From an optimization exercise on the open Yosys and OpenROAD flow, aimed at small area; shortcuts taken in it are not production practice. In this exercise RTL edits were held to simulation tests only and were not proved equivalent to the original. The clock cells of run 5 come from the design's own scripts or RTL, not from TritonCTS. The flow treats the clock pin as an ideal source. Dropping or thinning the clock tree relies on that and would not hold on a real chip. Power is estimated from default activity; no workload was simulated.

==> flow/design.v <==
module image_gererator(
	input en,
	input [5:0] x,
	input [5:0] y,
	input [11:0] step_count,
	input [23:0] time_count,
	output [7:0] red,
	output [7:0] green,
	output [7:0] blue
);
wire [3:0] sel = step_count[7:4];
wire [3:0] k = step_count[3:0];
wire x0 = ~|x;
wire x63 = &x;
wire y0 = ~|y;
wire y35 = y[5] & y[1] & y[0];                         
wire marker = (x == 6'd47) & (y == 6'd15);
wire ib1 = ~x[4];
wire y_lt9 = ~y[5] & ~y[4] & ~(y[3] & (y[2] | y[1] | y[0]));
wire y_lt18 = ~y[5] & ~(y[4] & (y[3] | y[2] | y[1]));
wire y_lt27 = ~y[5] & ~(y[4] & y[3] & (y[2] | (y[1] & y[0])));
wire ib0 = y_lt9 | (~y_lt18 & y_lt27);
wire white = ~(ib0 ^ ib1);
wire s4 = (sel == 4'd4);
wire [3:0] kk = k & {4{s4}};
wire [6:0] xk = {1'b0, x} + {3'b0, kk};
wire [5:0] yk = y + {2'b0, kk};
wire q = y0 & (x[5:1] == 5'd0);         
wire e_p00 = en & q & ~x[0];
wire e_p10 = en & q & x[0];
wire e_n = en & ~q;
wire e_s0 = e_n & (sel == 4'd0);
wire e_s14 = e_n & ((sel == 4'd1) | s4);
wire e_s4 = e_n & s4;
wire e_s23 = e_n & (sel[3:1] == 3'd1);
wire e_sd = e_n & (sel > 4'd4);
wire edge_x = x0 | x63;
wire d_r = edge_x ? ~(x63 & y0) : ~(y0 | y35);
wire d_g = edge_x ? ~(x63 & y0) : y0;
wire d_b = edge_x | y35;
wire w = e_s0 & white;
wire e_m = e_s23 & marker;
wire kr_o = w | (e_sd & d_r) | e_s23;    
wire kr_e = w | (e_sd & d_r) | e_m;      
wire kg_a = w | (e_sd & d_g) | e_s23;
wire kg_b = w | (e_sd & d_g) | e_m;
wire kb_a = w | (e_sd & d_b) | e_s23;
wire kb_m = w | (e_sd & d_b) | e_m;
wire kb_1 = w | (e_sd & d_b);
wire [7:0] p00_r = {sel, step_count[11:8]};
wire [7:0] kr = {kr_o, kr_e | (e_s4 & ~xk[6]), kr_o, kr_e, kr_o, kr_e, kr_o, kr_e};
wire [7:0] kg = {kg_a, kg_b | e_s4, kg_a, kg_a, kg_a, kg_b, kg_a,
	w | (e_sd & d_g) | (e_s23 & (~marker | sel[0]))};
wire [7:0] kb = {kb_a, kb_a, kb_m, kb_m, kb_a, kb_a, kb_1, kb_m};
assign red = ({8{e_p00}} & p00_r) | ({8{e_p10}} & time_count[23:16])
	| ({8{e_s14}} & {xk[6], 1'b0, xk[5:0]}) | kr;
assign green = ({8{e_p00}} & step_count[7:0]) | ({8{e_p10}} & time_count[15:8])
	| ({8{e_s14}} & {2'b00, yk}) | kg;
assign blue = ({8{e_p00 | e_s4}} & step_count[7:0]) | ({8{e_p10}} & time_count[7:0]) | kb;
endmodule
module hdmi_driver(
	input clk,
	input rst,
	input [23:0] time_count,
	output hs,
	output vs,
	output de,
	output[7:0] rgb_r,
	output[7:0] rgb_g,
	output[7:0] rgb_b
);
reg [6:0] hc;
reg [5:0] vc;
reg [11:0] step_count;    
reg hs_reg, vs_reg, de_reg;
reg [7:0] rgb_r_reg, rgb_g_reg, rgb_b_reg;
assign hs = hs_reg;
assign vs = vs_reg;
assign de = de_reg;
assign rgb_r = rgb_r_reg;
assign rgb_g = rgb_g_reg;
assign rgb_b = rgb_b_reg;
wire h_blank = hc[6];
wire h_wrap  = hc[6] & hc[3] & hc[2] & hc[1] & hc[0];           
wire h_68    = hc[6] & ~hc[3] & hc[2] & ~hc[1] & ~hc[0];        
wire h_74    = hc[6] & hc[3] & ~hc[2] & hc[1] & ~hc[0];         
wire v_blank = vc[5] & (vc[3] | vc[2]);                           
wire v_last  = vc[5] & vc[3] & vc[1];                             
wire v_sync  = vc[5] & vc[2] & vc[0];                             
wire video_active = ~h_blank & ~v_blank;
always @(posedge clk or posedge rst) begin
	if (rst) begin
		hc <= 7'd64;
		vc <= 6'd35;
		step_count <= 12'd0;
		hs_reg <= 1'b0;
		vs_reg <= 1'b0;
		de_reg <= 1'b0;
	end else begin
		hc <= h_wrap ? 7'd0 : hc + 7'd1;
		if (h_wrap)
			vc <= v_last ? 6'd0 : vc + 6'd1;
		if (h_wrap & v_last)
			step_count <= step_count + 12'd1;
		hs_reg <= hs_reg ^ (h_68 | h_74);
		vs_reg <= vs_reg ^ (h_68 & v_sync);
		de_reg <= video_active;
	end
end
wire [7:0] r, g, b;
image_gererator image_gererator_m1(
	.en(video_active),
	.x(hc[5:0]),
	.y(vc[5:0]),
	.step_count(step_count),
	.time_count(time_count),
	.red(r),
	.green(g),
	.blue(b)
);
always @(posedge clk or posedge rst) begin
	if (rst) begin
		rgb_r_reg <= 8'h00;
		rgb_g_reg <= 8'h00;
		rgb_b_reg <= 8'h00;
	end else begin
		rgb_r_reg <= r;
		rgb_g_reg <= g;
		rgb_b_reg <= b;
	end
end
endmodule
==> flow/flow/run.sh <==
#!/bin/bash
# Own layout flow: the standard ORFS flow (standard.sh) with three changes:
#  - synthesis maps with flow/abc.script (an area-oriented ABC script) instead
#    of ORFS's abc_area/abc_speed script; everything else in synth_recipe.tcl
#    (synth -nofsm -noshare, flatten, renames) is unchanged;
#  - the port buffers are the smallest buffer, sky130_fd_sc_hd__buf_1;
#  - clock tree synthesis without dummy loads, using small clock buffers.
# Each tool's full output is in orfs/logs/ and flow.log in the work folder.
set -euo pipefail
W=$(pwd)
cat > "$W/own_synth.tcl" <<X
proc abc {args} {
  set i [lsearch -exact \$args -script]
  if {\$i >= 0} { lset args [expr {\$i + 1}] $W/flow/abc.script }
  yosys abc {*}\$args
}
source $W/synth_recipe.tcl
X
bash standard.sh SYNTH_SCRIPT="$W/own_synth.tcl" \
  "BUFFER_PORTS_ARGS=-buffer_cell sky130_fd_sc_hd__buf_1" \
  "CTS_ARGS=-sink_clustering_enable -repair_clock_nets -dont_use_dummy_load -buf_list sky130_fd_sc_hd__clkbuf_4 -root_buf sky130_fd_sc_hd__clkbuf_4" \
  POST_CTS_TCL="$W/flow/cts_post.tcl" \
  finish > "$W/flow.log" 2>&1
==> flow/flow/abc.script <==
strash
&get -n
&st
&dch -f
&nf -R 1000 -p -a
&put
topo
==> flow/flow/cts_post.tcl <==
set block [ord::get_db_block]
set root [$block findInst clkbuf_0_clk]
set root_net [$block findNet clknet_0_clk]
set clk_net [[$block findBTerm clk] getNet]
set leaves {}
foreach it [$root_net getITerms] {
  if {[$it getInst] ne $root} { lappend leaves $it }
}
if {[llength $leaves] <= 4} {
  foreach it $leaves {
    $it disconnect
    $it connect $clk_net
  }
  odb::dbInst_destroy $root
  odb::dbNet_destroy $root_net
}
foreach inst [$block getInsts] {
  if {[string match "clkbuf_*_clk" [$inst getName]]} {
    replace_cell [$inst getName] sky130_fd_sc_hd__clkbuf_8
  }
}
detailed_placement
estimate_parasitics -placement
==> flow/standard.sh <==
#!/bin/bash
# synth_recipe.tcl (not shown) runs the flow's synth.tcl, then flattens the netlist and writes it again
# the make line also repeats each setting of config.mk as NAME=value (left out here)
make -C /OpenROAD-flow-scripts/flow DESIGN_CONFIG=/design/flow/config.mk WORK_HOME=/design/flow/orfs CLKGATE_MAP_FILE= SYNTH_SCRIPT=/design/flow/synth_recipe.tcl "${@:-finish}"
==> flow/config.mk <==
export PLATFORM = sky130hd
export DESIGN_NAME = hdmi_driver
export DESIGN_NICKNAME = hdmi_driver
export VERILOG_FILES = /design/flow/design.v
export SDC_FILE = /design/flow/constraint.sdc
export NUM_CORES = 4
export LEC_CHECK = 0
export ABC_AREA = 1
export CAP_MARGIN = 20
export CORE_MARGIN = 2
export CORE_UTILIZATION = 40
export SLEW_MARGIN = 20
==> flow/constraint.sdc <==
create_clock -name core_clock -period 6.7 [get_ports {clk}]
set_input_delay 1.3400 -clock core_clock [delete_from_list [all_inputs] [get_ports {clk}]]
set_output_delay 1.3400 -clock core_clock [all_outputs]
set_load 0.01 [all_outputs]
==> results of run 1 <==
## layout by cell type, fill, tap and decap left out, types with 9 or more instances in the layout
cell	instances
sky130_fd_sc_hd__buf_1	52
sky130_fd_sc_hd__xnor2_1	18
sky130_fd_sc_hd__nand2_1	39
sky130_fd_sc_hd__and3_1	9
sky130_fd_sc_hd__dfrtp_1	48
sky130_fd_sc_hd__nand3_1	16
sky130_fd_sc_hd__a21oi_1	16
sky130_fd_sc_hd__ha_1	12
sky130_fd_sc_hd__nor2_1	27
sky130_fd_sc_hd__o21ai_0	11
## per-stage QoR
step	utilization, %	instance area [um^2]	total power (uW)
final	46.54	3109	464.2
after global routing	46.54	3109	481.1
after detailed placement	45.62	3048	333.7
after global placement	45.32	3028	332.1
after floorplan	-	2725	324.6
## worst reg2reg max path, stage by stage (launching register included)
cell                       delay (ns)
sky130_fd_sc_hd__dfrtp_1         0.49
sky130_fd_sc_hd__nor4b_2         0.62
sky130_fd_sc_hd__nand2_1         0.17
sky130_fd_sc_hd__nor2_1          0.22
sky130_fd_sc_hd__nor2_1          0.11
sky130_fd_sc_hd__ha_1            0.22
sky130_fd_sc_hd__o21ai_0         0.23
sky130_fd_sc_hd__nand2_1         0.08
sky130_fd_sc_hd__a21o_1          0.20
sky130_fd_sc_hd__xor2_1          0.14
sky130_fd_sc_hd__a221oi_1        0.27
sky130_fd_sc_hd__nand2_1         0.08
## final cells by class
class | count | area [um^2] | share of cell area (%)
multi-input cells | 223 | 1391 | 44.75
flip-flops and latches | 52 | 1306 | 42.01
repair buffers | 54 | 222.7 | 7.163
well taps | 80 | 100.1 | 3.219
clock buffers | 4 | 55.05 | 1.771
inverters | 9 | 33.78 | 1.087
## cells by family (layout without fill, tap and decap cells)
group / Yosys count / in the layout / share of synthesized area [%]
compound gates: 62 / 62 / 15.47
xor+xnor: 24 / 24 / 7.713
fa+ha+maj: 12 / 12 / 5.509
buf+inv: 9 / 67 / 1.240
flops: 52 / 52 / 47.93
mux: 1 / 1 / 0.4132
simple gates: 124 / 124 / 21.72
## power breakdown
part | internal [uW] | switching [uW]
Clock | 55.0 | 82.4
Sequential | 314 | 0
Combinational | 4.62 | 8.44
## worst paths after layout
path                                   to  slack, ns  depth (start not counted)
max reg2reg                  rgb_r_reg[4]       3.74                         11
max                          rgb_r_reg[4]       3.74                         11
min                                hs_reg       0.47                          1
max in group asynchronous  step_count[10]       4.94                          3
min in group asynchronous    rgb_g_reg[5]       1.21                          2
min reg2reg                        hs_reg       0.47                          1
## layer usage
metal	track usage, %	vias to the layer above
met4	3.409	0
met5	0	-
li1	-	1151
met3	3.143	4
met1	27.11	1093
met2	31.05	60
==> metrics.md, run 1 <==
| Metric | Value |
|---|---|
| Status | `no timing/DRC/antenna violations` |
| Max IR drop VDD | `approximately 0.065 mV` |
| Count of clock tree sinks | `52` |
| Area of the mapped netlist | `about 0.0027 mm^2` |
| Area of the die | `~0.0075 mm^2` |
| Top layer reached by signal wires | `met4` |
| DRC violation count after routing | `0` |
| Cell accounting for the most synthesized area | `sky130_fd_sc_hd__dfrtp_1` |
| Unrepaired setup endpoints after global routing | `false` |
| Beginning of the worst register-to-register path | `step_count[7]` |
| Total global-route track usage | `between 10% and 20%` |
| Worst setup skew after layout | `roughly 0.025 ns` |
| Number of antenna violations at the first check in global routing | `0` |
| Post-synth cell types | `35` |
| Max transition margin | `about two fifths` |
| # fillers | `682` |
| CP most frequent cell | `sky130_fd_sc_hd__nand2_1` |
| Via-to-Cell Ratio | `5.469` |
| Critical path startpoint category | `register` |
| CP top delay family | `simple AND/OR/NAND/NOR gates` |
| Largest net degree at the start of global routing | `30` |
| Total gr overflow | `0` |
| Routability congestion estimate | `roughly 0.89` |
| Achievable frequency | `approximately 340 MHz` |
| Dominant cell by count in the synthesized netlist | `sky130_fd_sc_hd__dfrtp_1` |
| Flip-flop count of the largest register after layout | `12` |
| Number of global-route vias before repair | `about 2200` |
| Number of placed cells counting well taps | `418` |
| Maximum fanout along the worst path | `8` |
| Min Clock Period, post-route | `about 3.0 ns` |
| Number of optimization iterations in the first detailed-route pass | `4` |
| Critical path arrival | `~3.0 ns` |
| Least setup slack across all paths after layout | `3.743 ns` |
| Clk slew on worst S/H paths | `about 0.10 ns` |
| Buf+Inv Stages, Crit Path | `0` |
| Routed wirelength normalized by instance count | `between 15 and 20 um` |
| Required time at the endpoint of the critical path | `~6.7 ns` |
| Crit path cell chain | `nor4b_2, nand2_1, nor2_1, nor2_1, ha_1, o21ai_0, nand2_1, a21o_1, xor2_1, a221oi_1, nand2_1` |
| Top cells by area, synth | `sky130_fd_sc_hd__dfrtp_1, sky130_fd_sc_hd__xnor2_1, sky130_fd_sc_hd__ha_1` |
| Global-route wire length before repair | `between 10000 and 15000 um` |
| Met2 wire len | `between 3000 and 4000 um` |
| Number of port buffers | `52` |
| Final sum of negative setup slack | `0 ns` |
| Biggest register | `step_count` |
| Part of the cycle the worst path needs | `roughly 44%` |
| Worst-case hold slack | `about 0.47 ns` |
| Starting Density | `approximately two fifths` |
| Number of standard cells in the final layout excluding fillers | `~420` |
| IO Pins | `between 50 and 60` |
| Total power density per cell area | `about 150 mW/mm^2` |
| Antenna fix cells | `0` |
| Post-Synthesis Net Count | `approximately 320` |
| Critical Path Slowest Stage Cell | `sky130_fd_sc_hd__nor4b_2` |
| Share of synthesized area occupied by flip-flops and latches | `between 40% and 50%` |
| Synthesized netlist cell count | `between 200 and 300` |
| Pre-CTS setup slack | `~3.4 ns` |
| CP Launch Point | `step_count[7]` |
| Slew at the pin closest to its max-slew limit | `just under 0.9 ns` |
| Height of the die | `about 87 um` |
| Synth async-reset ratio | `between 90% and 100%` |
| CP peak stage delay | `~0.62 ns` |
| Number of flops mapped to enable cells by yosys | `0` |
| #FFs+latches synth | `52` |
| Final WL | `a little under 7000 um` |
| Detailed-route wire length on metal 1 | `~3200 um` |
| Final antenna-violating net count | `0` |
| Final count of hold timing violations | `0` |
| Yosys warns | `1` |
| Kind of critical path | `reg -> reg` |
| Most frequent cells after synthesis | `sky130_fd_sc_hd__dfrtp_1, sky130_fd_sc_hd__nand2_1, sky130_fd_sc_hd__nor2_1` |
| Max-slew violations | `0` |
| Critical Path End Type | `register` |
| Leak pwr | `about 0.0014 uW` |
| Share of layout cells above drive strength 1 | `under 10%` |
| Synth Flop Type | `sky130_fd_sc_hd__dfrtp_1` |
| Number of placement rows | `30` |
| Iter 0 DRT Violations | `around 160` |
| Hold Startpoint | `hs_reg` |
| DP HPWL | `between 5000 and 6000 um` |
| Area delta synth->final | `14.10%` |
| Mean instance size in the synthesized netlist | `9.595 um^2` |
| Length of routed met3 wiring | `slightly above 300 um` |
| Die span in x | `between 80 and 90 um` |
| Setup-violating endpoint count in the final report | `0` |
| Max-cap violation count | `0` |
| Total via count in the routed design | `2308` |
| Nets | `roughly 380` |
| Portion of synthesized cell area occupied by the leading cell type | `44.08%` |
| Type of the worst min-delay path | `reg -> reg` |
| Clock latency reported for the late side of the worst-skew pair | `roughly 0.16 ns` |
| Core Box Area | `about 0.0067 mm^2` |
==> run 2, diff against run 1 <==
--- a/flow/design.v
+++ b/flow/design.v
@@ -24,6 +24,22 @@
 wire s4 = (sel == 4'd4);
 wire [3:0] kk = k & {4{s4}};
-wire [6:0] xk = {1'b0, x} + {3'b0, kk};
-wire [5:0] yk = y + {2'b0, kk};
+wire [5:0] kx = {2'b00, kk};
+reg [6:0] xk;
+reg [5:0] yk;
+reg c;
+integer i;
+always @(*) begin
+	c = 1'b0;
+	for (i = 0; i < 6; i = i + 1) begin
+		xk[i] = x[i] ^ kx[i] ^ c;
+		c = (x[i] & kx[i]) | (c & (x[i] ^ kx[i]));
+	end
+	xk[6] = c;
+	c = 1'b0;
+	for (i = 0; i < 6; i = i + 1) begin
+		yk[i] = y[i] ^ kx[i] ^ c;
+		c = (y[i] & kx[i]) | (c & (y[i] ^ kx[i]));
+	end
+end
 wire q = y0 & (x[5:1] == 5'd0);         
 wire e_p00 = en & q & ~x[0];
@@ -70,39 +86,62 @@
 	output[7:0] rgb_b
 );
-reg [6:0] hc;
+reg [3:0] hl;
+reg [2:0] hh;
 reg [5:0] vc;
 reg [11:0] step_count;    
-reg hs_reg, vs_reg, de_reg;
+reg de_reg;
 reg [7:0] rgb_r_reg, rgb_g_reg, rgb_b_reg;
-assign hs = hs_reg;
-assign vs = vs_reg;
+wire hl_last = &hl;
+wire h_blank = hh[2];
+wire h_wrap  = h_blank & hl_last;                                
+wire v_blank = vc[5] & (vc[3] | vc[2]);                           
+wire v_last  = vc[5] & vc[3] & vc[1];                             
+wire f_wrap  = h_wrap & v_last;
+wire video_active = ~h_blank & ~v_blank;
+wire h_sync = h_blank & (hl[3] ? ~(hl[2] | (hl[1] & hl[0])) : (hl[2] & (hl[1] | hl[0])));
+wire h_late = h_blank & (hl[3] | (hl[2] & (hl[1] | hl[0])));     
+assign hs = h_sync;
+assign vs = vc[5] & vc[2] & (vc[1] ^ (vc[0] & h_late));
 assign de = de_reg;
 assign rgb_r = rgb_r_reg;
 assign rgb_g = rgb_g_reg;
 assign rgb_b = rgb_b_reg;
-wire h_blank = hc[6];
-wire h_wrap  = hc[6] & hc[3] & hc[2] & hc[1] & hc[0];           
-wire h_68    = hc[6] & ~hc[3] & hc[2] & ~hc[1] & ~hc[0];        
-wire h_74    = hc[6] & hc[3] & ~hc[2] & hc[1] & ~hc[0];         
-wire v_blank = vc[5] & (vc[3] | vc[2]);                           
-wire v_last  = vc[5] & vc[3] & vc[1];                             
-wire v_sync  = vc[5] & vc[2] & vc[0];                             
-wire video_active = ~h_blank & ~v_blank;
+reg [5:0] vc_inc;
+reg [11:0] st_inc;
+reg [3:0] hl_inc;
+reg c;
+integer i;
+always @(*) begin
+	c = h_wrap;
+	for (i = 0; i < 6; i = i + 1) begin
+		vc_inc[i] = vc[i] ^ c;
+		c = c & vc[i];
+	end
+	c = f_wrap;
+	for (i = 0; i < 12; i = i + 1) begin
+		st_inc[i] = step_count[i] ^ c;
+		c = c & step_count[i];
+	end
+	c = 1'b1;
+	for (i = 0; i < 4; i = i + 1) begin
+		hl_inc[i] = hl[i] ^ c;
+		c = c & hl[i];
+	end
+end
+wire [5:0] vc_next = vc_inc & ~({6{f_wrap}} & 6'b101011);
 always @(posedge clk or posedge rst) begin
 	if (rst) begin
-		hc <= 7'd64;
+		hl <= 4'd0;
+		hh <= 3'd4;
 		vc <= 6'd35;
 		step_count <= 12'd0;
-		hs_reg <= 1'b0;
-		vs_reg <= 1'b0;
 		de_reg <= 1'b0;
 	end else begin
-		hc <= h_wrap ? 7'd0 : hc + 7'd1;
-		if (h_wrap)
-			vc <= v_last ? 6'd0 : vc + 6'd1;
-		if (h_wrap & v_last)
-			step_count <= step_count + 12'd1;
-		hs_reg <= hs_reg ^ (h_68 | h_74);
-		vs_reg <= vs_reg ^ (h_68 & v_sync);
+		hl <= hl_inc;
+		hh[0] <= hh[0] ^ (hl_last & ~hh[2]);
+		hh[1] <= hh[1] ^ (hl_last & hh[0]);
+		hh[2] <= hh[2] ^ (hl_last & (hh[2] | (hh[1] & hh[0])));
+		vc <= vc_next;
+		step_count <= st_inc;
 		de_reg <= video_active;
 	end
@@ -111,5 +150,5 @@
 image_gererator image_gererator_m1(
 	.en(video_active),
-	.x(hc[5:0]),
+	.x({hh[1:0], hl}),
 	.y(vc[5:0]),
 	.step_count(step_count),
==> metrics.md, run 2 <==
| Metric | Value |
|---|---|
| Synth async-reset ratio | `100.0% (unchanged)` |
| Leading cell type in the layout, fill and taps excluded | `sky130_fd_sc_hd__buf_1` |
| Iter 0 DRT Violations | `170 (+4.3%)` |
| Number of global-route vias before repair | `1950 (-13%)` |
| Number of placement rows | `28 (-6.7%)` |
| Critical path startpoint category | `register` |
| Total global-route track usage | `17.41% (-1.6 points)` |
| Most frequent cells after synthesis | `sky130_fd_sc_hd__dfrtp_1, sky130_fd_sc_hd__ha_1, sky130_fd_sc_hd__nand2_1` |
| Critical Path End Type | `register` |
| Core Box Area | `0.005956 mm^2 (-11%)` |
| Area occupied by multi-input gates | `0.001184 mm^2 (-15%)` |
| Final count of hold timing violations | `0 (unchanged)` |
| Leak pwr | `0.001491 uW (+3.2%)` |
| Worst-case hold slack | `0.5116 ns (+0.03676 ns)` |
| Register Area | `0.001256 mm^2 (-3.8%)` |
| Maximum fanout along the worst path | `6 (-2)` |
| Number of port buffers | `52 (unchanged)` |
| Starting Density | `41.85% (+1.1 points)` |
| Number of flops mapped to enable cells by yosys | `0 (unchanged)` |
| Cell accounting for the most synthesized area | `sky130_fd_sc_hd__dfrtp_1` |
| Basic-gate share of the synthesized area counting and, or, nand and nor cells | `14.56% (-7.2 points)` |
| Flip-flop count of the largest register after layout | `12 (unchanged)` |
| Die span in x | `82.94 um (-4.2%)` |
| Final sum of negative setup slack | `0 ns (unchanged)` |
| # fillers | `563 (-17%)` |
| Part of the cycle the worst path needs | `53.98% (+9.8 points)` |
| DP HPWL | `4273 um (-16%)` |
| Final WL | `5639 um (-17%)` |
| Area of the mapped netlist | `0.002492 mm^2 (-8.5%)` |
| Routed wirelength normalized by instance count | `16.07 um (-0.24%)` |
| Max transition margin | `44.11% (+2.1 points)` |
| Mean instance size in the synthesized netlist | `11.43 um^2 (+19%)` |
| Clock latency reported for the late side of the worst-skew pair | `0.15 ns (about the same)` |
| #FFs+latches synth | `50 (-3.8%)` |
| Total power density per cell area | `155.2 mW/mm^2 (+3.9%)` |
| Min Clock Period, post-route | `3.617 ns (+0.6596 ns)` |
| Biggest register | `step_count` |
| Post-synth cell types | `31 (-11%)` |
| Height of the die | `82.94 um (-4.2%)` |
| Achievable frequency | `276.5 MHz (-18%)` |
| Antenna fix cells | `0 (unchanged)` |
| Top cells by area, synth | `sky130_fd_sc_hd__dfrtp_1, sky130_fd_sc_hd__ha_1, sky130_fd_sc_hd__a222oi_1` |
| Post-Synthesis Net Count | `275 (-15%)` |
| Most frequent cells in the layout | `sky130_fd_sc_hd__buf_1, sky130_fd_sc_hd__dfrtp_1, sky130_fd_sc_hd__nand2_1, sky130_fd_sc_hd__ha_1, sky130_fd_sc_hd__nor2_1` |
| Count of clock tree sinks | `50 (-3.8%)` |
| Max IR drop VDD | `0.07798 mV (+19%)` |
| Max-slew violations | `0 (unchanged)` |
| Setup-violating endpoint count in the final report | `0 (unchanged)` |
| Type of the worst min-delay path | `reg -> reg` |
| Pre-CTS setup slack | `3.087 ns (-0.3444 ns)` |
| Power consumption | `442.6 uW (-4.6%)` |
| Compound-Gate Fraction of Synth Area | `13.10% (-2.4 points)` |
| Core utilization of the finished layout | `47.90% (+1.4 points)` |
| Total via count in the routed design | `1926 (-17%)` |
| Required time at the endpoint of the critical path | `6.74 ns (about the same)` |
| Largest net degree at the start of global routing | `51 (+70%)` |
| Routability congestion estimate | `0.8008 (-10%)` |
| Share of layout cells above drive strength 1 | `3.986% (+0.48 points)` |
| Portion of synthesized cell area occupied by the leading cell type | `46.18% (+2.1 points)` |
| Worst setup skew after layout | `0.01907 ns (-0.006102 ns)` |
| Share of the synthesized netlist area taken by xor and xnor gates | `2.460% (-5.3 points)` |
| Area delta synth->final | `14.46%` |
| Least setup slack across all paths after layout | `3.083 ns (-0.6596 ns)` |
| Max-cap violation count | `0 (unchanged)` |
| Total gr overflow | `0 (unchanged)` |
| Global-route wire length before repair | `9749 um (-13%)` |
| Synth Flop Type | `sky130_fd_sc_hd__dfrtp_1` |
| Dominant cell by count in the synthesized netlist | `sky130_fd_sc_hd__dfrtp_1` |
| Number of optimization iterations in the first detailed-route pass | `5 (+1)` |
| Final antenna-violating net count | `0 (unchanged)` |
| IO Pins | `53 (unchanged)` |
| Share of synthesized area occupied by flip-flops and latches | `50.40% (+2.5 points)` |
| Via-to-Cell Ratio | `5.487 (+0.33%)` |
| Number of antenna violations at the first check in global routing | `0 (unchanged)` |
| Share of cell area taken by muxes after synthesis | `0% (-0.41 points)` |
| Adder and majority gate portion of the synthesized area | `17.37% (+12 points)` |
| Largest family of logic cells by synthesized area | `adder cells` |
| Clk slew on worst S/H paths | `0.09 ns (about the same)` |
| Unrepaired setup endpoints after global routing | `false` |
| Critical path arrival | `3.66 ns (+0.67 ns)` |
| Slew at the pin closest to its max-slew limit | `0.8374 ns (-0.03272 ns)` |
| Nets | `335 (-12%)` |
| Status | `no timing/DRC/antenna violations` |
| DRC violation count after routing | `0 (unchanged)` |
| Area of the die | `0.006878 mm^2 (-8.2%)` |
| Kind of critical path | `reg -> reg` |
| Synthesized netlist cell count | `218 (-23%)` |
| Yosys warns | `2 (+1)` |
==> run 2: cell type report <==
cell class              count  area share, %
clock buffers               4          1.930
flip-flops and latches     50          44.03
inverters                  14          1.886
well taps                  75          3.289
multi-input cells         154          41.49
repair buffers             54          7.368
==> run 2: worst max-delay path, stage by stage, from the launching register on <==
cell and delay, ns:
sky130_fd_sc_hd__dfrtp_1 0.43, sky130_fd_sc_hd__ha_1 0.27, sky130_fd_sc_hd__and3_1 0.25, sky130_fd_sc_hd__nand2_1 0.11, sky130_fd_sc_hd__nor2_1 0.11, sky130_fd_sc_hd__ha_1 0.22, sky130_fd_sc_hd__ha_1 0.20, sky130_fd_sc_hd__ha_1 0.19
sky130_fd_sc_hd__ha_1 0.19, sky130_fd_sc_hd__ha_1 0.20, sky130_fd_sc_hd__ha_1 0.21, sky130_fd_sc_hd__ha_1 0.21, sky130_fd_sc_hd__ha_1 0.20, sky130_fd_sc_hd__ha_1 0.19, sky130_fd_sc_hd__ha_1 0.19, sky130_fd_sc_hd__ha_1 0.20
sky130_fd_sc_hd__xor2_1 0.14
==> run 2: routing by layer <==
layer / part of all wire (%) / global-route usage (%) / wire length (um)
met4: 0.51 / 2.683 / 29
met1: 46 / 24.50 / 2618
met2: 47 / 28.37 / 2637
met3: 6.3 / 3.678 / 353
met5: 0 / 0 / 0
==> run 2: cells by family after synthesis <==
family                   count (synthesis)
AO/OA/AOI/OAI                           41
AND/OR/NAND/NOR                         75
buffers and inverters                   14
flip-flops                              50
XOR/XNOR                                 7
adder cells (fa/ha/maj)                 31
==> run 2: worst paths after layout <==
path	start	end	slack, ns	depth (start not counted)
worst max register to register	hl[0]	step_count[11]	3.08	16
max in group asynchronous	rst	vc[3]	4.88	2
worst min register to register	step_count[8]	step_count[8]	0.51	1
worst max-delay path	hl[0]	step_count[11]	3.08	16
worst min-delay path	step_count[8]	step_count[8]	0.51	1
min in group asynchronous	rst	rgb_r_reg[2]	1.29	2
==> run 2: metrics by stage <==
stage	std cells	area, um^2
after floorplan	218	2492
after global routing	351	2853
after global placement	347	2796
after detailed placement	347	2796
final	351	2853
==> run 2: power breakdown <==
group	switching [uW]	internal (uW)	total [uW]
Sequential	0	302	302
Combinational	8.00	3.48	11.5
Clock	74.7	54.8	129
Total	82.7	360	443
==> run 3, diff against run 2 <==
--- a/flow/design.v
+++ b/flow/design.v
@@ -50,5 +50,5 @@
 wire e_s4 = e_n & s4;
 wire e_s23 = e_n & (sel[3:1] == 3'd1);
-wire e_sd = e_n & (sel > 4'd4);
+wire e_sd = e_n & (sel[3] | (sel[2] & (sel[1] | sel[0])));
 wire edge_x = x0 | x63;
 wire d_r = edge_x ? ~(x63 & y0) : ~(y0 | y35);
--- a/flow/flow/cts_post.tcl
+++ b/flow/flow/cts_post.tcl
@@ -17,5 +17,10 @@
 foreach inst [$block getInsts] {
   if {[string match "clkbuf_*_clk" [$inst getName]]} {
-    replace_cell [$inst getName] sky130_fd_sc_hd__clkbuf_8
+    set n [expr {[llength [[[$inst findITerm X] getNet] getITerms]] - 1}]
+    if {$n <= 11} {
+      replace_cell [$inst getName] sky130_fd_sc_hd__clkbuf_4
+    } else {
+      replace_cell [$inst getName] sky130_fd_sc_hd__clkbuf_8
+    }
   }
 }
==> metrics.md, run 3 <==
| Metric | Value |
|---|---|
| Maximum fanout along the worst path | `5 (-1)` |
| Number of placement rows | `28 (unchanged)` |
| Mean instance size in the synthesized netlist | `11.39 um^2 (-0.35%)` |
| Clk slew on worst S/H paths | `0.11 ns (+0.02 ns)` |
| Share of synthesized area occupied by flip-flops and latches | `50.58% (+0.18 points)` |
| Synthesized netlist cell count | `218 (unchanged)` |
| Core Box Area | `0.005956 mm^2 (unchanged)` |
| # fillers | `581 (+3.2%)` |
| Count of clock tree sinks | `50 (unchanged)` |
| Synth async-reset ratio | `100.0% (unchanged)` |
| Flip-flop count of the largest register after layout | `12 (unchanged)` |
| Register Area | `0.001256 mm^2 (unchanged)` |
| Height of the die | `82.80 um (-0.17%)` |
| Global-route wire length before repair | `9190 um (-5.7%)` |
| Part of the cycle the worst path needs | `54.72% (+0.73 points)` |
| Max-cap violation count | `0 (unchanged)` |
| Critical Path End Type | `register` |
| Top cells by area, synth | `sky130_fd_sc_hd__dfrtp_1, sky130_fd_sc_hd__ha_1, sky130_fd_sc_hd__fa_1` |
| Hold Startpoint | `step_count[11]` |
| Most frequent cells in the layout | `sky130_fd_sc_hd__buf_1, sky130_fd_sc_hd__dfrtp_1, sky130_fd_sc_hd__nand2_1, sky130_fd_sc_hd__ha_1, sky130_fd_sc_hd__nor2_1` |
| Area occupied by multi-input gates | `0.001177 mm^2 (-0.53%)` |
| Unrepaired setup endpoints after global routing | `false` |
| Largest net degree at the start of global routing | `51 (unchanged)` |
| Status | `no timing/DRC/antenna violations` |
| Via-to-Cell Ratio | `5.429 (-1.1%)` |
| Kind of critical path | `reg -> reg` |
| Type of the worst min-delay path | `reg -> reg` |
| Leading cell type in the layout, fill and taps excluded | `sky130_fd_sc_hd__buf_1` |
| Total power density per cell area | `152.3 mW/mm^2 (-1.8%)` |
| #FFs+latches synth | `50 (unchanged)` |
| Share of layout cells above drive strength 1 | `4.000% (+0.014 points)` |
| Clock latency reported for the late side of the worst-skew pair | `0.17 ns (+0.02 ns)` |
| Post-synth cell types | `30 (-3.2%)` |
| Share of cell area taken by muxes after synthesis | `0% (unchanged)` |
| Slew at the pin closest to its max-slew limit | `0.8785 ns (+0.04109 ns)` |
| DP HPWL | `4298 um (+0.58%)` |
| Number of antenna violations at the first check in global routing | `0 (unchanged)` |
| Critical path startpoint category | `register` |
| Area of the mapped netlist | `0.002484 mm^2 (-0.35%)` |
| Routed wirelength normalized by instance count | `16.03 um (-0.19%)` |
| Area of the die | `0.006855 mm^2 (-0.34%)` |
| Number of port buffers | `52 (unchanged)` |
| Post-Synthesis Net Count | `275 (unchanged)` |
| Final WL | `5612 um (-0.48%)` |
| DRC violation count after routing | `0 (unchanged)` |
| CP Launch Point | `hl[0]` |
| Basic-gate share of the synthesized area counting and, or, nand and nor cells | `14.66% (+0.10 points)` |
| Pre-CTS setup slack | `3.066 ns (-0.02110 ns)` |
| Synth Flop Type | `sky130_fd_sc_hd__dfrtp_1` |
| Share of the synthesized netlist area taken by xor and xnor gates | `2.469% (+0.0087 points)` |
| Yosys warns | `2 (unchanged)` |
| Least setup slack across all paths after layout | `3.034 ns (-0.04913 ns)` |
| Beginning of the worst register-to-register path | `hl[0]` |
| Number of optimization iterations in the first detailed-route pass | `5 (unchanged)` |
| Achievable frequency | `272.8 MHz (-1.3%)` |
| Dominant cell by count in the synthesized netlist | `sky130_fd_sc_hd__dfrtp_1` |
| Nets | `334 (-0.30%)` |
| Compound-Gate Fraction of Synth Area | `12.75% (-0.36 points)` |
| Die span in x | `82.80 um (-0.17%)` |
| Final antenna-violating net count | `0 (unchanged)` |
| Total via count in the routed design | `1900 (-1.3%)` |
| Max-slew violations | `0 (unchanged)` |
| Total global-route track usage | `17.74% (+0.33 points)` |
| Final count of hold timing violations | `0 (unchanged)` |
| Biggest register | `step_count` |
| Critical path arrival | `3.70 ns (+0.04 ns)` |
| Number of global-route vias before repair | `1911 (-2.0%)` |
| Antenna fix cells | `0 (unchanged)` |
| Required time at the endpoint of the critical path | `6.74 ns (about the same)` |
| Setup-violating endpoint count in the final report | `0 (unchanged)` |
| Adder and majority gate portion of the synthesized area | `17.43% (+0.061 points)` |
| Starting Density | `41.70% (-0.15 points)` |
| IO Pins | `53 (unchanged)` |
| Number of flops mapped to enable cells by yosys | `0 (unchanged)` |
| Routability congestion estimate | `0.7714 (-3.7%)` |
| Cell accounting for the most synthesized area | `sky130_fd_sc_hd__dfrtp_1` |
| Iter 0 DRT Violations | `119 (-30%)` |
| Max transition margin | `40.81% (-3.3 points)` |
| Most frequent cells after synthesis | `sky130_fd_sc_hd__dfrtp_1, sky130_fd_sc_hd__ha_1, sky130_fd_sc_hd__nand2_1` |
| Portion of synthesized cell area occupied by the leading cell type | `46.35% (+0.16 points)` |
| Min Clock Period, post-route | `3.666 ns (+0.04913 ns)` |
| Max IR drop VDD | `0.07443 mV (-4.5%)` |
| Area delta synth->final | `13.80%` |
| Worst setup skew after layout | `0.02824 ns (+0.009169 ns)` |
| Total gr overflow | `0 (unchanged)` |
| Final sum of negative setup slack | `0 ns (unchanged)` |
| Largest family of logic cells by synthesized area | `adder cells` |
| Leak pwr | `0.001457 uW (-2.3%)` |
-- run 3: critical path, cell delays in order, from the launching register on --
cell and delay (ns):
sky130_fd_sc_hd__dfrtp_1 0.45, sky130_fd_sc_hd__ha_1 0.26, sky130_fd_sc_hd__and3_1 0.24, sky130_fd_sc_hd__nand2_1 0.10, sky130_fd_sc_hd__nor2_1 0.10, sky130_fd_sc_hd__ha_1 0.21
sky130_fd_sc_hd__ha_1 0.20, sky130_fd_sc_hd__ha_1 0.20, sky130_fd_sc_hd__ha_1 0.20, sky130_fd_sc_hd__ha_1 0.20, sky130_fd_sc_hd__ha_1 0.20, sky130_fd_sc_hd__ha_1 0.21
sky130_fd_sc_hd__ha_1 0.21, sky130_fd_sc_hd__ha_1 0.20, sky130_fd_sc_hd__ha_1 0.21, sky130_fd_sc_hd__ha_1 0.21, sky130_fd_sc_hd__xor2_1 0.14
-- run 3: stage by stage --
stage | utilization [%] | std cells | instance area [um^2] | power, uW | hold WS [ns]
3_3_place_gp | 46.68 | 346 | 2780 | 319.5 | 0.4615
5_1_grt | 47.46 | 350 | 2826 | 448.3 | 0.5005
6_report | 47.46 | 350 | 2826 | 430.5 | 0.4836
3_5_place_dp | 46.68 | 346 | 2780 | 319.5 | 0.4602
2_1_floorplan | - | 218 | 2484 | 312.1 | 0.4420
-- run 3: power breakdown --
part	internal, uW	switching [uW]	total [uW]
combinational	3.48	8.01	11.5
sequential	302	0	302
clock	41.9	75.4	117
total	347	83.4	430
-- run 3: routing by layer --
layer  part of all wire (%)  routed length, um  GRT usage [%]  vias to the layer above
met2                     48               2673          31.21                       65
met5                      0                  0              0                        -
met4                   0.23                 13          2.623                        0
met3                    6.1                345          3.355                        2
met1                     46               2579          23.22                      922
li1                       -                  -              -                      911
-- run 3: cell type report --
class / instances / area share (%)
inverters: 14 / 1.903
clock buffers: 4 / 1.505
flip-flops and latches: 50 / 44.44
repair buffers: 53 / 7.171
multi-input cells: 154 / 41.66
well taps: 75 / 3.320
-- run 3: cells by family after synthesis --
kind of cell,after synthesis
simple gates,76
flops,50
compound gates,40
fa+ha+maj,31
buf+inv,14
xor+xnor,7
-- run 3: final timing paths --
path	slack, ns	cells past startpoint	endpoint
hold / removal	0.48	1	step_count[11]
setup / recovery	3.03	16	step_count[11]
min in group asynchronous	1.28	2	step_count[7]
max in group asynchronous	4.91	2	rgb_g_reg[6]
hold reg to reg	0.48	1	step_count[11]
setup reg to reg	3.03	16	step_count[11]
==> run 4, diff against run 3 <==
--- a/flow/design.v
+++ b/flow/design.v
@@ -90,21 +90,17 @@
 reg [5:0] vc;
 reg [11:0] step_count;    
-reg de_reg;
-reg [7:0] rgb_r_reg, rgb_g_reg, rgb_b_reg;
+reg [23:0] time_q;
 wire hl_last = &hl;
 wire h_blank = hh[2];
-wire h_wrap  = h_blank & hl_last;                                
-wire v_blank = vc[5] & (vc[3] | vc[2]);                           
+wire line_end = hl_last & hh[1] & hh[0];                          
+wire v_blank = vc[5] & (vc[4] | vc[3] | vc[2]);                   
 wire v_last  = vc[5] & vc[3] & vc[1];                             
-wire f_wrap  = h_wrap & v_last;
+wire f_wrap  = line_end & v_last;
 wire video_active = ~h_blank & ~v_blank;
-wire h_sync = h_blank & (hl[3] ? ~(hl[2] | (hl[1] & hl[0])) : (hl[2] & (hl[1] | hl[0])));
-wire h_late = h_blank & (hl[3] | (hl[2] & (hl[1] | hl[0])));     
-assign hs = h_sync;
-assign vs = vc[5] & vc[2] & (vc[1] ^ (vc[0] & h_late));
-assign de = de_reg;
-assign rgb_r = rgb_r_reg;
-assign rgb_g = rgb_g_reg;
-assign rgb_b = rgb_b_reg;
+wire h_0_3 = h_blank & ~hl[3] & ~hl[2];                           
+assign hs = h_blank & (hl[3] ? ~(hl[2] | hl[1]) : hl[2]);
+assign vs = vc[5] & ~vc[4] & ((vc[2] & vc[1] & (vc[0] | ~h_0_3))         
+                              | (vc[3] & ~vc[2] & ~vc[1] & ~vc[0] & h_0_3));  
+assign de = video_active;
 reg [5:0] vc_inc;
 reg [11:0] st_inc;
@@ -113,5 +109,5 @@
 integer i;
 always @(*) begin
-	c = h_wrap;
+	c = line_end;
 	for (i = 0; i < 6; i = i + 1) begin
 		vc_inc[i] = vc[i] ^ c;
@@ -129,12 +125,11 @@
 	end
 end
-wire [5:0] vc_next = vc_inc & ~({6{f_wrap}} & 6'b101011);
+wire [5:0] vc_next = vc_inc & ~({6{f_wrap}} & 6'b101011) & {1'b1, ~vc[5], 4'b1111};
 always @(posedge clk or posedge rst) begin
 	if (rst) begin
-		hl <= 4'd0;
-		hh <= 3'd4;
-		vc <= 6'd35;
+		hl <= 4'd15;
+		hh <= 3'd3;
+		vc <= 6'd51;
 		step_count <= 12'd0;
-		de_reg <= 1'b0;
 	end else begin
 		hl <= hl_inc;
@@ -144,8 +139,8 @@
 		vc <= vc_next;
 		step_count <= st_inc;
-		de_reg <= video_active;
 	end
 end
-wire [7:0] r, g, b;
+always @(posedge clk)
+	time_q <= time_count;
 image_gererator image_gererator_m1(
 	.en(video_active),
@@ -153,19 +148,8 @@
 	.y(vc[5:0]),
 	.step_count(step_count),
-	.time_count(time_count),
-	.red(r),
-	.green(g),
-	.blue(b)
+	.time_count(time_q),
+	.red(rgb_r),
+	.green(rgb_g),
+	.blue(rgb_b)
 );
-always @(posedge clk or posedge rst) begin
-	if (rst) begin
-		rgb_r_reg <= 8'h00;
-		rgb_g_reg <= 8'h00;
-		rgb_b_reg <= 8'h00;
-	end else begin
-		rgb_r_reg <= r;
-		rgb_g_reg <= g;
-		rgb_b_reg <= b;
-	end
-end
 endmodule
--- a/flow/flow/run.sh
+++ b/flow/flow/run.sh
@@ -2,6 +2,7 @@
 # Own layout flow: the standard ORFS flow (standard.sh) with three changes:
 #  - synthesis maps with flow/abc.script (an area-oriented ABC script) instead
-#    of ORFS's abc_area/abc_speed script; everything else in synth_recipe.tcl
-#    (synth -nofsm -noshare, flatten, renames) is unchanged;
+#    of ORFS's abc_area/abc_speed script, and leaves the adders to ABC
+#    (ADDER_MAP_FILE empty: no half/full adder cells); everything else in
+#    synth_recipe.tcl (synth -nofsm -noshare, flatten, renames) is unchanged;
 #  - the port buffers are the smallest buffer, sky130_fd_sc_hd__buf_1;
 #  - clock tree synthesis without dummy loads, using small clock buffers.
@@ -17,5 +18,5 @@
 source $W/synth_recipe.tcl
 X
-bash standard.sh SYNTH_SCRIPT="$W/own_synth.tcl" \
+bash standard.sh SYNTH_SCRIPT="$W/own_synth.tcl" ADDER_MAP_FILE= \
   "BUFFER_PORTS_ARGS=-buffer_cell sky130_fd_sc_hd__buf_1" \
   "CTS_ARGS=-sink_clustering_enable -repair_clock_nets -dont_use_dummy_load -buf_list sky130_fd_sc_hd__clkbuf_4 -root_buf sky130_fd_sc_hd__clkbuf_4" \
==> metrics.md, run 4 <==
| Metric | Value |
|---|---|
| Number of antenna violations at the first check in global routing | `0 (unchanged)` |
| Number of placement rows | `27 (-3.6%)` |
| Status | `no timing/DRC/antenna violations` |
| DRC violation count after routing | `0 (unchanged)` |
| Unrepaired setup endpoints after global routing | `false` |
| Fraction of power consumed by sequential logic | `70.7% (+0.6 points)` |
| Type of the worst min-delay path | `reg -> reg` |
| Beginning of the worst register-to-register path | `hl[0]` |
| Most frequent cells in the layout | `sky130_fd_sc_hd__buf_1, sky130_fd_sc_hd__nand2_1, sky130_fd_sc_hd__dfxtp_1, sky130_fd_sc_hd__nand3_1, sky130_fd_sc_hd__nor2_1` |
| Required time at the endpoint of the critical path | `5.36 ns (-1.38 ns)` |
| Final WL | `6065 um (+8.1%)` |
| Achievable frequency | `214.9 MHz (-21%)` |
| Hold Startpoint | `step_count[11]` |
| Number of gates on the worst path with buffers counted | `16 (unchanged)` |
| Net Switching | `76.50 uW (-8.3%)` |
| Flip-flop count of the largest register after layout | `24 (+12)` |
| Top cells by area, synth | `sky130_fd_sc_hd__dfxtp_1, sky130_fd_sc_hd__dfrtp_1, sky130_fd_sc_hd__dfstp_2` |
| Global-route track usage on met3 | `3.371% (+0.016 points)` |
| Via-to-Cell Ratio | `5.593 (+3.0%)` |
| Part of the cycle the worst path needs | `69.46% (+15 points)` |
| Number of placed cells counting well taps | `379 (+9.5%)` |
| Core Box Area | `0.005574 mm^2 (-6.4%)` |
| Height of the die | `80.56 um (-2.7%)` |
| Synth async-reset ratio | `51.02% (-49 points)` |
| Critical Path End Type | `output port` |
| Share of synthesized area occupied by flip-flops and latches | `47.71% (-2.9 points)` |
| Crit path cell chain | `nor2_1, nand2_1, nor2_1, buf_4, nand2_1, xor2_1, nor2_1, a31oi_1, or2_0, a21oi_1, o21ai_0, nand2b_1, clkinv_1, a222oi_1, nand2_1, buf_1` |
| Register Area | `0.001119 mm^2 (-11%)` |
| Max IR drop VDD | `0.1095 mV (+47%)` |
| Core utilization of the finished layout | `48.51% (+1.0 points)` |
| Synth Flop Type | `sky130_fd_sc_hd__dfxtp_1` |
| Cells on Worst Hold Path | `1 (unchanged)` |
| Starting Density | `42.07% (+0.36 points)` |
| Max transition margin | `37.79% (-3.0 points)` |
| Final antenna-violating net count | `0 (unchanged)` |
| Routability congestion estimate | `0.8355 (+8.3%)` |
| Number of flops mapped to enable cells by yosys | `0 (unchanged)` |
| Leading cell type in the layout, fill and taps excluded | `sky130_fd_sc_hd__buf_1` |
| Pre-CTS setup slack | `2.109 ns (-0.9578 ns)` |
| Met2 track utilization from global routing | `30.42% (-0.79 points)` |
| Post-synth cell types | `34 (+13%)` |
| Cell accounting for the most synthesized area | `sky130_fd_sc_hd__dfxtp_1` |
| Slew at the pin closest to its max-slew limit | `0.9275 ns (+0.04893 ns)` |
| Clk slew on worst S/H paths | `0.08 ns (-0.03 ns)` |
| Worst setup skew after layout | `0.03082 ns (+0.002581 ns)` |
| #FFs+latches synth | `49 (-2.0%)` |
| Min Clock Period, post-route | `4.654 ns (+0.9878 ns)` |
| Iter 0 DRT Violations | `138 (+16%)` |
| Most frequent cells after synthesis | `sky130_fd_sc_hd__nand2_1, sky130_fd_sc_hd__dfxtp_1, sky130_fd_sc_hd__nand3_1` |
| CP top delay family | `simple AND/OR/NAND/NOR gates` |
| Int Pwr | `353.0 uW (+1.7%)` |
| CP peak stage delay | `0.50 ns (+0.05 ns)` |
| # fillers | `544 (-6.4%)` |
| Largest registers | `time_q (24), step_count (12), vc (6)` |
| Final sum of negative setup slack | `0 ns (unchanged)` |
| Total via count in the routed design | `2142 (+13%)` |
| Share of layout cells above drive strength 1 | `5.788% (+1.8 points)` |
| Post-Synthesis Net Count | `278 (+1.1%)` |
| Total global-route track usage | `19.31% (+1.6 points)` |
| Number of global-route vias before repair | `1951 (+2.1%)` |
| Antenna fix cells | `0 (unchanged)` |
| Least setup slack across all paths after layout | `2.046 ns (-0.9878 ns)` |
| Reg-to-reg slack, setup | `3.23 ns (+0.20 ns)` |
| Global-route wire length before repair | `9694 um (+5.5%)` |
| Min-Delay Endpoint | `step_count[11]` |
| Final count of hold timing violations | `0 (unchanged)` |
| Proportion of power drawn by the clock network | `27.4% (+0.2 points)` |
| Combinational Power Share | `1.9% (-0.8 points)` |
| Max-slew violations | `0 (unchanged)` |
| Area occupied by multi-input gates | `0.001217 mm^2 (+3.4%)` |
| Area of the mapped netlist | `0.002345 mm^2 (-5.6%)` |
| Biggest register | `time_q` |
| Area delta synth->final | `15.31%` |
| Number of standard cells in the final layout excluding fillers | `383 (+9.4%)` |
| Count of clock tree sinks | `49 (-2.0%)` |
| Synthesized netlist cell count | `252 (+16%)` |
| Critical path startpoint category | `register` |
| Max-cap violation count | `0 (unchanged)` |
| Global route hottest layer | `met2` |
| Area of the die | `0.006490 mm^2 (-5.3%)` |
| Number of cells on the worst reg-to-reg path | `11 (-5)` |
| Worst-case hold slack | `0.4860 ns (+0.002463 ns)` |
| Setup-violating endpoint count in the final report | `0 (unchanged)` |
| Dominant cell by count in the synthesized netlist | `sky130_fd_sc_hd__nand2_1` |
| Critical R2R Capture | `step_count[10]` |
| Leak pwr | `0.001090 uW (-25%)` |
| Number of optimization iterations in the first detailed-route pass | `5 (unchanged)` |
| DP HPWL | `4427 um (+3.0%)` |
| Total power density per cell area | `158.9 mW/mm^2 (+4.3%)` |
| IO Pins | `53 (unchanged)` |
| Yosys warns | `2 (unchanged)` |
| Global routing usage on met1 | `28.22% (+5.0 points)` |
| Mean instance size in the synthesized netlist | `9.305 um^2 (-18%)` |
| Die span in x | `80.56 um (-2.7%)` |
| Number of port buffers | `52 (unchanged)` |
| Clock latency reported for the late side of the worst-skew pair | `0.16 ns (about the same)` |
| Kind of critical path | `reg -> out` |
| Buf+Inv Stages, Crit Path | `3 (+3)` |
| Fraction of power spent switching nets | `17.81% (-1.6 points)` |
| Portion of synthesized cell area occupied by the leading cell type | `20.49% (-26 points)` |
| Critical Path Slowest Stage Cell | `sky130_fd_sc_hd__dfrtp_1` |
| Critical path arrival | `3.31 ns (-0.39 ns)` |
| Largest net degree at the start of global routing | `26 (-49%)` |
| Total gr overflow | `0 (unchanged)` |
| Maximum fanout along the worst path | `15 (+10)` |
| Routed wirelength normalized by instance count | `15.84 um (-1.2%)` |
| Nets | `339 (+1.5%)` |
run 4: cell types whose count changed after synthesis, moves of 6 or more:
| cell | before | now |
|---|---|---|
| sky130_fd_sc_hd__dfxtp_1 | 0 | 24 |
| sky130_fd_sc_hd__clkinv_1 | 14 | 3 |
| sky130_fd_sc_hd__nand3_1 | 11 | 23 |
| sky130_fd_sc_hd__xor2_1 | 5 | 15 |
| sky130_fd_sc_hd__xnor2_1 | 2 | 10 |
| sky130_fd_sc_hd__nor2b_1 | 6 | 13 |
| sky130_fd_sc_hd__o21ai_0 | 4 | 10 |
| sky130_fd_sc_hd__nor3_1 | 1 | 7 |
| sky130_fd_sc_hd__dfrtp_1 | 46 | 15 |
| sky130_fd_sc_hd__dfstp_2 | 4 | 10 |
| sky130_fd_sc_hd__ha_1 | 25 | 0 |
| sky130_fd_sc_hd__fa_1 | 6 | 0 |
run 4: final cells by class:
| cell class | instances | share of cell area, % |
|---|---|---|
| clock buffers | 4 | 1.805 |
| inverters | 3 | 0.4165 |
| multi-input cells | 200 | 45.03 |
| flip-flops and latches | 49 | 41.37 |
| well taps | 72 | 3.332 |
| repair buffers | 55 | 8.052 |
run 4: how the worst max path moves through the flow:
stage	slack [ns]	to	start
2_1_floorplan	2.44	rgb_r[7]	step_count[5]
3_3_place_gp	2.17	rgb_g[2]	vc[3]
6_report	2.05	rgb_r[7]	step_count[5]
5_1_grt	1.69	rgb_r[7]	step_count[5]
3_5_place_dp	2.11	rgb_g[2]	vc[3]
run 4: power by group through the flow:
stage / Clock (uW) / Sequential (uW) / Combinational, uW
3_5_place_dp: 0 / 310 / 8.27
2_1_floorplan: 0 / 309 / 2.36
5_1_grt: 137 / 304 / 9.68
6_report: 118 / 304 / 8.11
3_3_place_gp: 0 / 310 / 8.37
run 4: worst reg2reg max path: cells and delay by family, from the launching register on:
family | cells | cell delay, ns
flip-flops | 1 | 0.65
AND/OR/NAND/NOR | 11 | 2.70
run 4: metrics by stage:
step                area [um^2]  total power [uW]
detailed placement         2653             318.0
global route               2704             451.5
finish                     2704             429.5
floorplan                  2345             311.2
global placement           2653             318.2
run 4: cells by family (layout without fill, tap and decap cells):
family	Yosys count	after routing	share of synthesized area (%)
AOI/OAI and AO/OA	60	60	18.20
buffers and inverters	3	62	0.4802
and+or+nand+nor	115	115	24.28
DFF	49	49	47.71
xor gates and xnor gates	25	25	9.338
run 4: per-layer routing:
layer | share of wire [%] | wire length [um] | up-vias
met5 | 0 | 0 | -
met4 | 0.51 | 31 | 0
met3 | 5.9 | 360 | 4
met2 | 44 | 2654 | 64
met1 | 50 | 3018 | 1019
li1 | - | - | 1055
==> run 5, diff against run 4 <==
--- a/flow/design.v
+++ b/flow/design.v
@@ -86,7 +86,13 @@
 	output[7:0] rgb_b
 );
-reg [3:0] hl;
-reg [2:0] hh;
-reg [5:0] vc;
+localparam [3:0] HL_INV = 4'b1111;
+localparam [2:0] HH_INV = 3'b011;
+localparam [5:0] VC_INV = 6'b110011;
+reg [3:0] hl_q;
+reg [2:0] hh_q;
+reg [5:0] vc_q;
+wire [3:0] hl = hl_q ^ HL_INV;
+wire [2:0] hh = hh_q ^ HH_INV;
+wire [5:0] vc = vc_q ^ VC_INV;
 reg [11:0] step_count;    
 reg [23:0] time_q;
@@ -128,14 +134,12 @@
 always @(posedge clk or posedge rst) begin
 	if (rst) begin
-		hl <= 4'd15;
-		hh <= 3'd3;
-		vc <= 6'd51;
+		hl_q <= 4'd0;    
+		hh_q <= 3'd0;    
+		vc_q <= 6'd0;    
 		step_count <= 12'd0;
 	end else begin
-		hl <= hl_inc;
-		hh[0] <= hh[0] ^ (hl_last & ~hh[2]);
-		hh[1] <= hh[1] ^ (hl_last & hh[0]);
-		hh[2] <= hh[2] ^ (hl_last & (hh[2] | (hh[1] & hh[0])));
-		vc <= vc_next;
+		hl_q <= hl_inc ^ HL_INV;
+		hh_q <= hh_q ^ {hl_last & (hh[2] | (hh[1] & hh[0])), hl_last & hh[0], hl_last & ~hh[2]};
+		vc_q <= vc_next ^ VC_INV;
 		step_count <= st_inc;
 	end
--- a/flow/flow/run.sh
+++ b/flow/flow/run.sh
@@ -21,4 +21,4 @@
   "BUFFER_PORTS_ARGS=-buffer_cell sky130_fd_sc_hd__buf_1" \
   "CTS_ARGS=-sink_clustering_enable -repair_clock_nets -dont_use_dummy_load -buf_list sky130_fd_sc_hd__clkbuf_4 -root_buf sky130_fd_sc_hd__clkbuf_4" \
-  POST_CTS_TCL="$W/flow/cts_post.tcl" \
+  LEAF_SLEW_MAX=0.128 POST_CTS_TCL="$W/flow/cts_post.tcl" \
   finish > "$W/flow.log" 2>&1
==> flow/flow/cts_post.tcl (replaced) <==
set block [ord::get_db_block]
set clk_net [[$block findBTerm clk] getNet]
# the flip-flop clock pins, wherever CTS connected them
set sinks {}
foreach inst [$block getInsts] {
  set it [$inst findITerm CLK]
  if {$it ne "NULL" && [[$inst getMaster] isSequential]} {
    set bb [$inst getBBox]
    lappend sinks [list $it [expr {([$bb xMin] + [$bb xMax]) / 2}] [expr {([$bb yMin] + [$bb yMax]) / 2}]]
  }
}
# remove CTS's buffers and nets
set old_nets {}
foreach inst [$block getInsts] {
  if {[string match "clkbuf_*_clk" [$inst getName]]} {
    set n [[$inst findITerm X] getNet]
    if {$n ne "NULL"} { lappend old_nets $n }
    odb::dbInst_destroy $inst
  }
}
foreach s $sinks { [lindex $s 0] disconnect }
foreach n $old_nets { odb::dbNet_destroy $n }
# four groups
set byx [lsort -integer -index 1 $sinks]
set h [expr {[llength $byx] / 2}]
set groups {}
foreach half [list [lrange $byx 0 [expr {$h - 1}]] [lrange $byx $h end]] {
  set byy [lsort -integer -index 2 $half]
  set q [expr {[llength $byy] / 2}]
  lappend groups [lrange $byy 0 [expr {$q - 1}]] [lrange $byy $q end]
}
set master4 [[ord::get_db] findMaster sky130_fd_sc_hd__clkbuf_4]
set leaves {}
set k 0
foreach g $groups {
  set sx 0; set sy 0
  foreach s $g { incr sx [lindex $s 1]; incr sy [lindex $s 2] }
  set cx [expr {$sx / [llength $g]}]
  set cy [expr {$sy / [llength $g]}]
  set buf [odb::dbInst_create $block $master4 clkbuf_leaf_${k}_clk]
  set net [odb::dbNet_create $block clknet_leaf_${k}_clk]
  $net setSigType CLOCK
  [$buf findITerm A] connect $clk_net
  [$buf findITerm X] connect $net
  foreach s $g { [lindex $s 0] connect $net }
  $buf setLocation $cx $cy
  $buf setPlacementStatus PLACED
  lappend leaves [list $buf $g]
  incr k
}
detailed_placement
estimate_parasitics -placement
foreach l $leaves {
  set worst 0
  foreach s [lindex $l 1] {
    set it [lindex $s 0]
    set sl [get_property [get_pins [[$it getInst] getName]/CLK] slew_max]
    if {$sl > $worst} { set worst $sl }
  }
  puts "LEAFSLEW [[lindex $l 0] getName] [llength [lindex $l 1]] $worst"
  if {$worst > $::env(LEAF_SLEW_MAX)} {
    replace_cell [[lindex $l 0] getName] sky130_fd_sc_hd__clkbuf_8
  }
}
detailed_placement
estimate_parasitics -placement
--- a/flow/config.mk
+++ b/flow/config.mk
@@ -7,6 +7,6 @@
 export LEC_CHECK = 0
 export ABC_AREA = 1
-export CAP_MARGIN = 20
+export CAP_MARGIN = 0
 export CORE_MARGIN = 2
 export CORE_UTILIZATION = 40
-export SLEW_MARGIN = 20
+export SLEW_MARGIN = 0
==> metrics.md, run 5 <==
| Metric | Value |
|---|---|
| Status | `no timing/DRC/antenna violations` |
| Final antenna-violating net count | `0 (unchanged)` |
| Fraction of power consumed by sequential logic | `72.6% (+1.9 points)` |
| Number of standard cells in the final layout excluding fillers | `382 (-0.26%)` |
| Count of clock tree sinks | `49 (unchanged)` |
| Nets | `338 (-0.29%)` |
| Dominant cell by count in the synthesized netlist | `sky130_fd_sc_hd__nand2_1` |
| Global-route track usage on met3 | `6.067% (+2.7 points)` |
| Maximum fanout along the worst path | `11 (-4)` |
| Number of placed cells counting well taps | `378 (-0.26%)` |
| Final WL | `5984 um (-1.3%)` |
| Final sum of negative setup slack | `0 ns (unchanged)` |
| Int Pwr | `339.7 uW (-3.8%)` |
| Met2 track utilization from global routing | `29.33% (-1.1 points)` |
| Biggest register | `time_q` |
| Fraction of power spent switching nets | `18.67% (+0.85 points)` |
| DP HPWL | `4354 um (-1.6%)` |
| Routability congestion estimate | `0.8314 (-0.49%)` |
| Routed wirelength normalized by instance count | `15.66 um (-1.1%)` |
| Leak pwr | `0.001081 uW (-0.87%)` |
| Post-route cell area | `0.002683 mm^2 (-0.79%)` |
| Iter 0 DRT Violations | `133 (-3.6%)` |
| Combinational Power Share | `1.9% (about the same)` |
| Clock latency reported for the late side of the worst-skew pair | `0.17 ns (about the same)` |
| Required time at the endpoint of the critical path | `5.36 ns (about the same)` |
| Total gr overflow | `0 (unchanged)` |
| Synth Flop Type | `sky130_fd_sc_hd__dfrtp_1` |
| Number of port buffers | `52 (unchanged)` |
| #FFs+latches synth | `49 (unchanged)` |
| Number of optimization iterations in the first detailed-route pass | `5 (unchanged)` |
| Via-to-Cell Ratio | `5.526 (-1.2%)` |
| Post-synth cell types | `36 (+5.9%)` |
| # fillers | `578 (+6.3%)` |
| Type of the worst min-delay path | `reg -> reg` |
| Height of the die | `80.38 um (-0.22%)` |
| IO Pins | `53 (unchanged)` |
| Max-slew violations | `0 (unchanged)` |
| Leading cell type in the layout, fill and taps excluded | `sky130_fd_sc_hd__buf_1` |
| Largest registers | `time_q (24), step_count (12), vc_q (6)` |
| Area delta synth->final | `14.96%` |
| Max IR drop VDD | `0.1430 mV (+31%)` |
| Net Switching | `77.95 uW (+1.9%)` |
| Synth async-reset ratio | `51.02% (unchanged)` |
| Yosys warns | `2 (unchanged)` |
| Global routing usage on met1 | `28.16% (-0.062 points)` |
| Final count of hold timing violations | `0 (unchanged)` |
| Flip-flop count of the largest register after layout | `24 (unchanged)` |
| Setup-violating endpoint count in the final report | `0 (unchanged)` |
| Total power density per cell area | `155.7 mW/mm^2 (-2.0%)` |
| Total via count in the routed design | `2111 (-1.4%)` |
| Achievable frequency | `200.6 MHz (-6.6%)` |
| Critical path arrival | `3.65 ns (+0.34 ns)` |
| Area occupied by multi-input gates | `0.001221 mm^2 (+0.31%)` |
| Number of flops mapped to enable cells by yosys | `0 (unchanged)` |
| Share of synthesized area occupied by flip-flops and latches | `47.40% (-0.31 points)` |
| Max transition margin | `37.32% (-0.47 points)` |
| Slew at the pin closest to its max-slew limit | `0.9344 ns (+0.006989 ns)` |
| Number of antenna violations at the first check in global routing | `0 (unchanged)` |
| Area of the mapped netlist | `0.002333 mm^2 (-0.48%)` |
| Number of global-route vias before repair | `2010 (+3.0%)` |
| DRC violation count after routing | `0 (unchanged)` |
| Max-cap violation count | `0 (unchanged)` |
| Kind of critical path | `reg -> out` |
| Critical path startpoint category | `register` |
| Least setup slack across all paths after layout | `1.715 ns (-0.3315 ns)` |
| Antenna fix cells | `0 (unchanged)` |
| Critical Path End Type | `output port` |
| Die span in x | `80.38 um (-0.22%)` |
| Power consumption | `417.6 uW (-2.8%)` |
| Largest net degree at the start of global routing | `26 (unchanged)` |
| Starting Density | `41.86% (-0.20 points)` |
| Proportion of power drawn by the clock network | `25.5% (-1.9 points)` |
| Pre-CTS setup slack | `1.992 ns (-0.1167 ns)` |
| Most frequent cells in the layout | `sky130_fd_sc_hd__buf_1, sky130_fd_sc_hd__nand2_1, sky130_fd_sc_hd__dfrtp_1, sky130_fd_sc_hd__dfxtp_1, sky130_fd_sc_hd__nand3_1` |
| Top cells by area, synth | `sky130_fd_sc_hd__dfrtp_1, sky130_fd_sc_hd__dfxtp_1, sky130_fd_sc_hd__nand2_1` |
| Cell accounting for the most synthesized area | `sky130_fd_sc_hd__dfrtp_1` |
| Mean instance size in the synthesized netlist | `9.260 um^2 (-0.48%)` |
| Area of the die | `0.006461 mm^2 (-0.45%)` |
| Number of placement rows | `27 (unchanged)` |
| Portion of synthesized cell area occupied by the leading cell type | `26.81% (+6.3 points)` |
| Share of layout cells above drive strength 1 | `2.581% (-3.2 points)` |
| Core Box Area | `0.005574 mm^2 (unchanged)` |
| Global route hottest layer | `met2` |
| Post-Synthesis Net Count | `278 (unchanged)` |
| Synthesized netlist cell count | `252 (unchanged)` |
| Total global-route track usage | `19.81% (+0.49 points)` |
| Part of the cycle the worst path needs | `74.41% (+4.9 points)` |
| Clk slew on worst S/H paths | `0.11 ns (+0.03 ns)` |
| Register Area | `0.001106 mm^2 (-1.1%)` |
| Worst setup skew after layout | `0.02889 ns (-0.001936 ns)` |
| Post-placement cell area | `0.002646 mm^2 (-0.24%)` |
| Min Clock Period, post-route | `4.985 ns (+0.3315 ns)` |
| Unrepaired setup endpoints after global routing | `false` |
| Global-route wire length before repair | `9860 um (+1.7%)` |
| Most frequent cells after synthesis | `sky130_fd_sc_hd__nand2_1, sky130_fd_sc_hd__dfrtp_1, sky130_fd_sc_hd__dfxtp_1` |
==> run 5: cell count changes in the layout (fill, tap and decap cells not counted), sizes merged, moves of 3 or more <==
cell / previous run / this run
dfstp: 10 / 0
dfrtp: 15 / 25
nand3b: 1 / 4
nor2b: 13 / 8
nand2: 28 / 31
nand4: 5 / 2
==> run 5: routing by layer <==
metal | routed length (um) | share of wire, %
met1 | 2829 | 47
met2 | 2604 | 44
met3 | 489 | 8.2
met4 | 60 | 1.0
met5 | 0 | 0
==> run 5: layout make-up <==
class	instances	area share, %
timing repair buffer	54	7.836
inverter	5	0.6996
multi-input combinational	198	45.52
tap	72	3.358
sequential	49	41.23
buffer	4	1.353
==> run 5: final timing paths <==
kind | startpoint | to | slack (ns) | cells past startpoint
worst max-delay path | step_count[5] | rgb_g[5] | 1.71 | 15
worst min-delay path | step_count[11] | step_count[11] | 0.48 | 1
worst max register to register | hl_q[1] | step_count[11] | 3.23 | 11
worst min register to register | step_count[11] | step_count[11] | 0.48 | 1
max in group asynchronous | rst | step_count[6] | 5.02 | 2
min in group asynchronous | rst | hl_q[1] | 1.22 | 2
==> run 5: logic make-up after synthesis <==
kind of cell / synth area share, %
flops: 47.40
compound gates: 19.25
simple gates: 23.91
buf+inv: 0.8044
xor+xnor: 8.633
==> run 5: power by group through the flow <==
stage	logic [uW]	registers (uW)	clock network [uW]
6_report	7.75	303	107
5_1_grt	9.33	304	126
3_5_place_dp	8.16	310	0
3_3_place_gp	7.78	310	0
2_1_floorplan	2.24	309	0
==> run 5: critical path: stages, from the launching register on <==
cell and delay [ns]:
sky130_fd_sc_hd__dfrtp_1 0.51, sky130_fd_sc_hd__nor2_1 0.20, sky130_fd_sc_hd__nand2_1 0.07, sky130_fd_sc_hd__nor2_1 0.54, sky130_fd_sc_hd__nand2_1 0.26, sky130_fd_sc_hd__xnor2_1 0.29, sky130_fd_sc_hd__nand2_1 0.08, sky130_fd_sc_hd__o21ai_0 0.12
sky130_fd_sc_hd__nor2b_1 0.17, sky130_fd_sc_hd__a31oi_1 0.06, sky130_fd_sc_hd__or2_0 0.30, sky130_fd_sc_hd__a21oi_1 0.23, sky130_fd_sc_hd__xnor2_1 0.09, sky130_fd_sc_hd__a222oi_1 0.30, sky130_fd_sc_hd__nand2_1 0.11, sky130_fd_sc_hd__buf_1 0.14
==> run 5: per-stage QoR <==
step / hold slack, ns / util [%]
after global routing: 0.5286 / 48.13
after floorplan: 0.4465 / -
after global placement: 0.4676 / 47.47
final: 0.4787 / 48.13
after detailed placement: 0.4679 / 47.47

[re-timing with driven ports]
The results above use ideal ports. As a check the final layouts listed here were re-extracted and re-timed, cells and wires unchanged. Step 1: set_driving_cell puts a clkbuf_16 on clk and a buf_2 on each other input, an assumption about the parent block. Step 2 moves the port delays by t, midway between the first and last clock arrival at a register: inputs arrive t later, outputs are due t later. That takes back most of the time a late clock gives input paths. Three values: ideal, step 1, step 2; two values: the first two.
| run | t, ns | setup slack, ns | hold slack, ns | clock arrival spread, ns |
|---|---|---|---|---|
| run 1 | 0.203 | 3.743 / 3.743 / 3.743 | 0.475 / 0.475 / 0.475 | 0.025 / 0.025 |
| run 2 | 0.193 | 3.083 / 3.083 / 3.083 | 0.512 / 0.512 / 0.512 | 0.019 / 0.019 |
| run 3 | 0.203 | 3.034 / 3.034 / 3.034 | 0.484 / 0.484 / 0.484 | 0.029 / 0.028 |
| run 4 | 0.199 | 2.046 / 1.996 / 2.195 | 0.486 / 0.486 / 0.486 | 0.032 / 0.032 |
| run 5 | 0.211 | 1.715 / 1.662 / 1.873 | 0.479 / 0.479 / 0.479 | 0.029 / 0.029 |
After both steps setup and hold are still met in every run listed.
